This is an optimization exercise on Yosys and OpenROAD, whose aim is small area, not a production implementation. In this exercise RTL edits were held to simulation tests only and were not proved equivalent to the original. Power figures rest on the tool's default switching activity, not on a simulated workload.

## apb_spi_master
module apb_spi_master (
    input  wire        pclk_i,
    input  wire        rst_n_i,
    input  wire        psel_i,
    input  wire        penable_i,
    input  wire [ 3:0] paddr_i,
    input  wire        pwrite_i,
    input  wire [31:0] pwdata_i,
    output reg  [31:0] prdata_o,
    output wire        pready_o,
    output reg         spi_clk_o,
    output reg         spi_sdo_o,
    output wire        spi_cs_n_o,
    input  wire        spi_sdi_i
);
Settings: LEC_CHECK=0, CAP_MARGIN=20, CORE_MARGIN=2, CORE_UTILIZATION=40, CTS_BUF_LIST=sky130_fd_sc_hd__clkbuf_4 sky130_fd_sc_hd__clkbuf_8, CTS_CLUSTER_DIAMETER=50, CTS_CLUSTER_SIZE=16, SLEW_MARGIN=20; clock period 5.0 ns.
run.sh (not shown) runs the stock make flow with config.mk's settings and CLKGATE_MAP_FILE= SYNTH_SCRIPT=/design/flow/synth_recipe.tcl, a recipe that flattens the netlist after the stock synthesis.
Change:
Settings changed: CTS_BUF_LIST sky130_fd_sc_hd__clkbuf_4 sky130_fd_sc_hd__clkbuf_8 to not set, CTS_CLUSTER_DIAMETER 50 to not set, CTS_CLUSTER_SIZE 16 to not set.
The changed run finished clean. Final area goes up by 2.3%. Global-route usage goes up by 0.17 points. Non-clock buffer count is unchanged. Via count goes up by 0.98%. Count of clock-buffer cells in the layout goes up by 13. Sequential power barely changes. Sequential share of layout area goes down by 1.1 points. Critical path depth is unchanged. Fmax goes down by 2.0%. Routed wire length goes up by 0.60%. Hold slack is better by 0.024 ns.
Change:
Settings changed: CTS_BUF_LIST set to sky130_fd_sc_hd__clkbuf_4.
What happened: Critical path depth stays the same; total power is lower by 6.4%; global-route usage is higher by 0.37 points.
Change:
Settings changed: CTS_BUF_LIST sky130_fd_sc_hd__clkbuf_4 to sky130_fd_sc_hd__clkbuf_2 sky130_fd_sc_hd__clkbuf_4 sky130_fd_sc_hd__clkbuf_8, CTS_CLUSTER_DIAMETER set to 60, CTS_CLUSTER_SIZE set to 20, GPL_TIMING_DRIVEN set to 0.
Outcome: Clock power shrinks by 23%. Worst setup slack gets worse by 0.47 ns. Area after synthesis does not change. Total power shrinks by 7.9%. Design area shrinks by 1.0%. Register-to-register slack gets worse by 0.15 ns. Sequential power shrinks by about 1%.
Change:
Settings changed: GPL_TIMING_DRIVEN 0 to not set.
Result: The new run finished clean. Utilization decreases by 0.73 points. Die area does not change. Setup slack improved by 0.44 ns. Maximum frequency goes up by 12%. Power drops by 2.0%. Combinational power goes down by about 4%.

* * *

v51:
Another version of the RTL of apb_spi_master (not shown whole).
Size: roughly 1000 cells after synthesis, about 78 I/O pins, ~0.014 mm2 of cells after synthesis.
Design apb_spi_master, start of the top module:
module apb_spi_master (
    input  wire        pclk_i,
    input  wire        rst_n_i,
    input  wire        psel_i,
    input  wire        penable_i,
    input  wire [ 3:0] paddr_i,
    input  wire        pwrite_i,
    input  wire [31:0] pwdata_i,
    output reg  [31:0] prdata_o,
    output wire        pready_o,
    output reg         spi_clk_o,
    output reg         spi_sdo_o,
    output wire        spi_cs_n_o,
    input  wire        spi_sdi_i
);
Settings: LEC_CHECK=0, CAP_MARGIN=20, CORE_MARGIN=2, CORE_UTILIZATION=65, SLEW_MARGIN=20, SYNTH_HIERARCHICAL=1, SYNTH_MINIMUM_KEEP_SIZE=0; clock period 5.0 ns.
standard.sh (not shown) runs the stock make flow with config.mk's settings and CLKGATE_MAP_FILE= SYNTH_SCRIPT=/design/flow/synth_recipe.tcl, a recipe that flattens the netlist after the stock synthesis.
==> flow/flow/run.sh <==
#!/bin/bash
# Standard layout, with the port buffers made of the smallest buffer cell
# (the default picks a much larger delay cell) and a clock tree without
# dummy balancing loads.
set -euo pipefail
export BUFFER_PORTS_ARGS="-buffer_cell sky130_fd_sc_hd__buf_1"
export CTS_ARGS="-sink_clustering_enable -repair_clock_nets -sink_clustering_size 16 -sink_clustering_max_diameter 50 -buf_list {sky130_fd_sc_hd__clkbuf_2 sky130_fd_sc_hd__clkbuf_4 sky130_fd_sc_hd__clkbuf_8} -dont_use_dummy_load"
bash standard.sh > standard_flow.log 2>&1
v51: full flow OK, the timing, DRC and antenna checks passed
> inputs changed (v51 -> v8)
- swapping 65 for 40 in CORE_UTILIZATION
==> flow/flow/run.sh <==
#!/bin/bash
# Standard layout, with the port buffers made of the smallest buffer cell
# (the default picks a much larger delay cell) and a clock tree without
# dummy balancing loads.
set -euo pipefail
export BUFFER_PORTS_ARGS="-buffer_cell sky130_fd_sc_hd__buf_1"
export CTS_ARGS="-sink_clustering_enable -repair_clock_nets -sink_clustering_size 14 -sink_clustering_max_diameter 50 -buf_list {sky130_fd_sc_hd__clkbuf_2 sky130_fd_sc_hd__clkbuf_4 sky130_fd_sc_hd__clkbuf_8} -dont_use_dummy_load"
bash standard.sh > standard_flow.log 2>&1
Results
Final standard cell utilization of the core (v8 over v51): decrease, 27 points. Diff v51 -> v8: wire length grew by 7.3%; number of rows created at floorplan went up by 28%; final standard cell area without fillers now sits higher. ~same number of nets with antenna violations after routing in v8 and v51. Going from v51 to v8, clock buffer count increased 2, multi-input combinational area share decreased 0.42 points, first-pass GRT wire length increased 9.4%, sequential power essentially unchanged. Overall power after layout | v8 above v51.
Changes in v42 relative to v8:
==> flow/flow/run.sh <==
#!/bin/bash
# Standard layout, with the port buffers made of the smallest buffer cell
# (the default picks a much larger delay cell) and a clock tree without
# dummy balancing loads.
set -euo pipefail
export BUFFER_PORTS_ARGS="-buffer_cell sky130_fd_sc_hd__buf_1"
export CTS_ARGS="-sink_clustering_enable -repair_clock_nets -sink_clustering_size 18 -sink_clustering_max_diameter 40 -buf_list {sky130_fd_sc_hd__clkbuf_2 sky130_fd_sc_hd__clkbuf_4 sky130_fd_sc_hd__clkbuf_8} -dont_use_dummy_load"
bash standard.sh > standard_flow.log 2>&1
Notes after the runs:
Count of distinct cell types in the synthesized netlist came out exactly the same in v42 and v8.
Comparing v42 with v8, the fraction of met1 tracks used by global routing came out essentially unchanged.
Diff v8 -> v42: via count grew by 58, switching power rose by about 4%, part of the total power dissipated in the clock network now sits higher, setup slack rose 4.4 ps.
diff inputs: v42 => v32
==> flow/flow/run.sh <==
#!/bin/bash
# Standard layout, with the port buffers made of the smallest buffer cell
# (the default picks a much larger delay cell) and a clock tree without
# dummy balancing loads.
set -euo pipefail
export BUFFER_PORTS_ARGS="-buffer_cell sky130_fd_sc_hd__buf_1"
export CTS_ARGS="-sink_clustering_enable -repair_clock_nets -sink_clustering_size 16 -sink_clustering_max_diameter 50 -buf_list {sky130_fd_sc_hd__clkbuf_2 sky130_fd_sc_hd__clkbuf_4 sky130_fd_sc_hd__clkbuf_8} -dont_use_dummy_load"
bash standard.sh > standard_flow.log 2>&1
[summary]
- v32 vs v42 on sequential share of layout area: v32 is the higher one.
- Going from v42 to v32, switching fraction of total power held; via count now smaller; fraction of final layout cells sized beyond drive strength 1 dropped 0.82 points; routed wire length on met3 dropped 14%; power in sequential cells roughly the same.
- Between v32 and v42, the time the worst path needs with I/O delays and setup does not differ in any meaningful way.
- Delta (v32 minus v42): overall power -about 4%; routed wire length decreased 0.69%; count of buffers not belonging to the clock network in the layout was more or less identical.
- v32 vs v42 on design area: v32 is the lower one.
[inputs] v47 vs v32
==> flow/flow/run.sh <==
#!/bin/bash
# Standard layout, with the port buffers made of the smallest buffer cell
# (the default picks a much larger delay cell) and a clock tree without
# dummy balancing loads.
set -euo pipefail
export BUFFER_PORTS_ARGS="-buffer_cell sky130_fd_sc_hd__buf_1"
export CTS_ARGS="-sink_clustering_enable -repair_clock_nets -sink_clustering_size 16 -sink_clustering_max_diameter 60 -buf_list {sky130_fd_sc_hd__clkbuf_2 sky130_fd_sc_hd__clkbuf_4 sky130_fd_sc_hd__clkbuf_8} -dont_use_dummy_load"
bash standard.sh > standard_flow.log 2>&1
### Flow results
- Summary — length of routed met3 wiring, v47 relative to v32: higher, by about 2%.
- Average wire per cell in the routed design essentially unchanged between v47 and v32.
- Between v32 and v47, the synthesized cell count does not differ in any meaningful way.
- When v47 is measured against v32, its detailed-route wire length turns out about 0.46% lower.
- v47 closes out successfully: all stages finished, all timing, DRC and antenna checks passed.
- Per the comparison of v47 with v32, internal power component -3.7%, combinational power share rose by 0.2 points.

* * *

apb_spi_master, a different RTL version from the one above (not shown whole).
For scale: roughly 980 cells after synthesis, about 360 flip-flops, about 78 I/O pins.
==> flow/design.v (excerpt) <==
module apb_spi_master (
    input  wire        pclk_i,
    input  wire        rst_n_i,
    input  wire        psel_i,
    input  wire        penable_i,
    input  wire [ 3:0] paddr_i,
    input  wire        pwrite_i,
    input  wire [31:0] pwdata_i,
    output reg  [31:0] prdata_o,
    output wire        pready_o,
    output reg         spi_clk_o,
    output reg         spi_sdo_o,
    output wire        spi_cs_n_o,
    input  wire        spi_sdi_i
);
    localparam [2:0] S_IDLE = 3'b000, S_CMD = 3'b001, S_ADDR = 3'b011, S_DUMMY = 3'b010,
                     S_TX = 3'b101, S_RX = 3'b110, S_EOT = 3'b100;
    reg  [ 2:0] state;
    reg  [31:0] reg_cmd;      
    reg  [31:0] reg_addr;     
    reg  [31:0] reg_len;      
    reg  [31:0] reg_wdata;    
    reg  [31:0] reg_rdata;    
    reg  [15:0] ctrl_div;     
    reg  [13:0] ctrl_mid;     
    reg         ctrl_rx;      
    reg         ctrl_tx;      
    reg         cmd_v, addr_v, len_v, wdata_v, rdata_v, div_v, mid_v;
    reg         req_rd;       
    reg         req_wr;       
    reg         cmd_b;        
    reg  [ 3:0] req_addr;
    reg  [ 7:0] req_len;
    reg  [15:0] req_wdata;    
    reg         req_wdata_v;
    reg         tx_busy;
    reg  [15:0] tx_cnt;
    reg         rx_busy;
    reg  [ 7:0] rx_len;
    reg  [15:0] rx_cnt;
    reg  [31:0] rx_data;
    reg         rx_wait;
    reg  [15:0] clk_cnt;
    reg         clk_q;
    wire        st_idle  = state == S_IDLE;
    wire        st_cmd   = state == S_CMD;
    wire        st_addr  = state == S_ADDR;
    wire        st_dummy = state == S_DUMMY;
    wire        st_tx    = state[2] && state[0];
    wire        st_rx    = state[2] && state[1];
    wire        st_eot   = state == S_EOT;
    wire        active   = state[1] || state[0];
  ...
export LEC_CHECK = 0
export CAP_MARGIN = 20
export CORE_MARGIN = 2
export CORE_UTILIZATION = 60
export PLACE_DENSITY = 0.8
export SLEW_MARGIN = 20
export SYNTH_HIERARCHICAL = 1
export SYNTH_MINIMUM_KEEP_SIZE = 0
create_clock -name core_clock -period 5.0 [get_ports {pclk_i}]
==> flow/flow/run.sh <==
#!/bin/bash
# Standard layout, with the port buffers made of the smallest buffer cell
# (the default picks a much larger delay cell) and a clock tree without
# dummy balancing loads.
set -euo pipefail
export BUFFER_PORTS_ARGS="-buffer_cell sky130_fd_sc_hd__buf_1"
export CTS_ARGS="-sink_clustering_enable -repair_clock_nets -sink_clustering_size 16 -sink_clustering_max_diameter 70 -buf_list {sky130_fd_sc_hd__clkbuf_2 sky130_fd_sc_hd__clkbuf_4 sky130_fd_sc_hd__clkbuf_8} -dont_use_dummy_load"
bash standard.sh > standard_flow.log 2>&1
The first run ran to the end with no violations.
Next try:
==> flow/flow/run.sh (replaced) <==
#!/bin/bash
# Standard layout, with the port buffers made of the smallest buffer cell
# (the default picks a much larger delay cell) and a clock tree without
# dummy balancing loads.
set -euo pipefail
export BUFFER_PORTS_ARGS="-buffer_cell sky130_fd_sc_hd__buf_1"
export CTS_ARGS="-sink_clustering_enable -repair_clock_nets -sink_clustering_size 20 -sink_clustering_max_diameter 60 -buf_list {sky130_fd_sc_hd__clkbuf_2 sky130_fd_sc_hd__clkbuf_4 sky130_fd_sc_hd__clkbuf_8} -dont_use_dummy_load"
bash standard.sh > standard_flow.log 2>&1
CORE_UTILIZATION = 40   (was 60)
PLACE_DENSITY = unset   (was 0.8)
Cell area grows by 1.3%.
Sequential power stays flat.
Setup slack loses 0.019 ns.
Via count came out lower by 3.4%.
Clock power stays flat.
Register-to-register slack gets worse by 0.02 ns.
Worst hold slack gets better by 0.035 ns.
Synthesized cell count is unchanged.
Combinational power hardly moves.
Sequential cell count does not change.
First-iteration DRC count fell by 25%.
Next try:
==> flow/flow/run.sh (replaced) <==
#!/bin/bash
# Standard layout, with the port buffers made of the smallest buffer cell
# (the default picks a much larger delay cell) and a clock tree without
# dummy balancing loads.
set -euo pipefail
export BUFFER_PORTS_ARGS="-buffer_cell sky130_fd_sc_hd__buf_1"
export CTS_ARGS="-sink_clustering_enable -repair_clock_nets -sink_clustering_size 24 -sink_clustering_max_diameter 50 -buf_list {sky130_fd_sc_hd__clkbuf_2 sky130_fd_sc_hd__clkbuf_4 sky130_fd_sc_hd__clkbuf_8} -dont_use_dummy_load"
bash standard.sh > standard_flow.log 2>&1
CORE_UTILIZATION = 70   (was 40)
PLACE_DENSITY = 0.75   (was unset)
Design area decreases by 1.1%.
Critical path depth does not change.
Area after synthesis does not change.
Clock skew increases by 0.012 ns.
Sequential share of layout area increases by 0.70 points.
Die area decreases by 42%.
Wire length decreases by 6.4%.
Clock power increases by about 3%.
Core utilization increases by 33 points.
Via count increases by 3.4%.
Next try:
==> flow/flow/run.sh (replaced) <==
#!/bin/bash
# Standard layout, with the port buffers made of the smallest buffer cell
# (the default picks a much larger delay cell) and a clock tree without
# dummy balancing loads.
set -euo pipefail
export BUFFER_PORTS_ARGS="-buffer_cell sky130_fd_sc_hd__buf_1"
export CTS_ARGS="-sink_clustering_enable -repair_clock_nets -sink_clustering_size 16 -sink_clustering_max_diameter 60 -buf_list {sky130_fd_sc_hd__clkbuf_2 sky130_fd_sc_hd__clkbuf_4 sky130_fd_sc_hd__clkbuf_8} -dont_use_dummy_load"
bash standard.sh > standard_flow.log 2>&1
CORE_UTILIZATION = 40   (was 70)
PLACE_DENSITY = unset   (was 0.75)
Final area increases by 1.3%.
First-iteration DRC count decreases by about 27%.
Routed wire length increases by 7.3%.
Core utilization decreases by 33 points.
Via count decreases by 3.1%.

* * *

Starting RTL as in the previous note.
==> flow/design.v (excerpt) <==
module apb_spi_master (
    input  wire        pclk_i,
    input  wire        rst_n_i,
    input  wire        psel_i,
    input  wire        penable_i,
    input  wire [ 3:0] paddr_i,
    input  wire        pwrite_i,
    input  wire [31:0] pwdata_i,
    output reg  [31:0] prdata_o,
    output wire        pready_o,
    output reg         spi_clk_o,
    output reg         spi_sdo_o,
    output wire        spi_cs_n_o,
    input  wire        spi_sdi_i
);
    localparam [2:0] S_IDLE = 3'b000, S_CMD = 3'b001, S_ADDR = 3'b011, S_DUMMY = 3'b010,
                     S_TX = 3'b101, S_RX = 3'b110, S_EOT = 3'b100;
    reg  [ 2:0] state;
    reg  [31:0] reg_cmd;      
    reg  [31:0] reg_addr;     
    reg  [31:0] reg_len;      
    reg  [31:0] reg_wdata;    
    reg  [31:0] reg_rdata;    
    reg  [15:0] ctrl_div;     
    reg  [13:0] ctrl_mid;     
    reg         ctrl_rx;      
    reg         ctrl_tx;      
    reg         cmd_v, addr_v, len_v, wdata_v, rdata_v, div_v, mid_v;
    reg         req_rd;       
    reg         req_wr;       
  ...
clock: 5.0 ns
lec_check: 0
cap_margin: 20
core_margin: 2
core_utilization: 70
place_density: 0.75
slew_margin: 20
synth_hierarchical: 1
synth_minimum_keep_size: 0
==> flow/flow/run.sh <==
#!/bin/bash
# Standard layout, with the port buffers made of the smallest buffer cell
# (the default picks a much larger delay cell) and a clock tree without
# dummy balancing loads.
set -euo pipefail
export BUFFER_PORTS_ARGS="-buffer_cell sky130_fd_sc_hd__buf_1"
export CTS_ARGS="-sink_clustering_enable -repair_clock_nets -sink_clustering_size 16 -sink_clustering_max_diameter 60 -buf_list {sky130_fd_sc_hd__clkbuf_2 sky130_fd_sc_hd__clkbuf_4 sky130_fd_sc_hd__clkbuf_8} -dont_use_dummy_load"
bash standard.sh > standard_flow.log 2>&1
The starting point passed the timing, DRC and antenna checks.
Rerun with:
==> flow/flow/run.sh (replaced) <==
#!/bin/bash
# Standard layout, with the port buffers made of the smallest buffer cell
# (the default picks a much larger delay cell) and a clock tree without
# dummy balancing loads.
set -euo pipefail
export BUFFER_PORTS_ARGS="-buffer_cell sky130_fd_sc_hd__buf_1"
export CTS_ARGS="-sink_clustering_enable -repair_clock_nets -sink_clustering_size 16 -sink_clustering_max_diameter 70 -buf_list {sky130_fd_sc_hd__clkbuf_2 sky130_fd_sc_hd__clkbuf_4 sky130_fd_sc_hd__clkbuf_8} -dont_use_dummy_load"
bash standard.sh > standard_flow.log 2>&1
Settings changed: CAP_MARGIN 20 to 0, CORE_UTILIZATION 70 to 40, PLACE_DENSITY 0.75 to unset, SLEW_MARGIN 20 to 0.
The changed run went through all stages and came out clean; clock power climbs by a few percent; worst hold slack gets worse by 0.012 ns; fmax drops by a few percent; power climbs slightly.
Rerun with:
Settings changed: CAP_MARGIN 0 to 20, SLEW_MARGIN 0 to 20.
Setup slack is about the same.
Core utilization hardly moves.
Hold slack hardly moves.
Count of clock-buffer cells in the layout does not change.
Global-route usage is unchanged.
Fmax stays flat.
Final area stays flat.
Synthesized cell count does not change.
Wire length hardly moves.
Area after synthesis does not change.

[separate check: timing with driven ports]
In the flow no input, the clock included, has a driving cell. The finished layouts below were timed again as built, in two steps.
Step 1, drivers: a clkbuf_16 drives pclk_i and a buf_2 each remaining input, both assumed.
Step 2 also shifts input and output timing later by t, the mid clock arrival at the registers, as if the neighbouring blocks saw the same clock.
Three values: ideal ports, drivers, drivers and shift; two values: the first two.
| run | t (ns) | setup WS [ns] | hold WS [ns] | clock arrival spread, ns |
|---|---|---|---|---|
| the first run of note 1 | 0.623 | 1.367 / 1.367 / 1.358 | 0.449 / 0.449 / 0.481 | 0.041 / 0.041 |
| the second run of note 1 | 0.594 | 1.293 / 1.293 / 1.293 | 0.473 / 0.473 / 0.473 | 0.019 / 0.018 |
| the third run of note 1 | 0.768 | 1.370 / 1.343 / 1.359 | 0.270 / 0.268 / 0.469 | 0.051 / 0.051 |
| the fourth run of note 1 | 0.684 | 0.901 / 0.848 / 0.939 | 0.336 / 0.333 / 0.474 | 0.029 / 0.029 |
| the fifth run of note 1 | 0.675 | 1.344 / 1.344 / 1.344 | 0.383 / 0.382 / 0.481 | 0.063 / 0.063 |
| v51 | 0.566 | 0.276 / 0.276 / 0.276 | 0.455 / 0.455 / 0.455 | 0.060 / 0.059 |
| v8 | 0.575 | 0.307 / 0.307 / 0.307 | 0.445 / 0.445 / 0.445 | 0.075 / 0.075 |
| v42 | 0.625 | 0.311 / 0.311 / 0.311 | 0.430 / 0.430 / 0.430 | 0.080 / 0.080 |
| v32 | 0.571 | 0.310 / 0.310 / 0.310 | 0.443 / 0.443 / 0.443 | 0.092 / 0.091 |
| v47 | 0.617 | 0.300 / 0.300 / 0.300 | 0.442 / 0.442 / 0.442 | 0.066 / 0.065 |
| the first run of note 3 | 0.615 | 0.462 / 0.462 / 0.462 | 0.402 / 0.406 / 0.457 | 0.031 / 0.031 |
| the second run of note 3 | 0.618 | 0.444 / 0.444 / 0.444 | 0.436 / 0.436 / 0.436 | 0.069 / 0.068 |
| the third run of note 3 | 0.615 | 0.576 / 0.576 / 0.576 | 0.437 / 0.437 / 0.437 | 0.094 / 0.094 |
| the fourth run of note 3 | 0.623 | 0.452 / 0.452 / 0.452 | 0.435 / 0.435 / 0.435 | 0.057 / 0.057 |
| the first run of note 4 | 0.598 | 0.556 / 0.556 / 0.556 | 0.452 / 0.452 / 0.452 | 0.041 / 0.040 |
| the second run of note 4 | 0.615 | 0.424 / 0.424 / 0.424 | 0.440 / 0.440 / 0.440 | 0.039 / 0.040 |
| the third run of note 4 | 0.618 | 0.425 / 0.425 / 0.425 | 0.442 / 0.442 / 0.442 | 0.039 / 0.040 |
After both steps setup and hold are still met in every run listed. For the third run of note 1, which loses most, drivers alone change the setup slack by -0.027 ns; drivers and shift together by -0.011 ns.
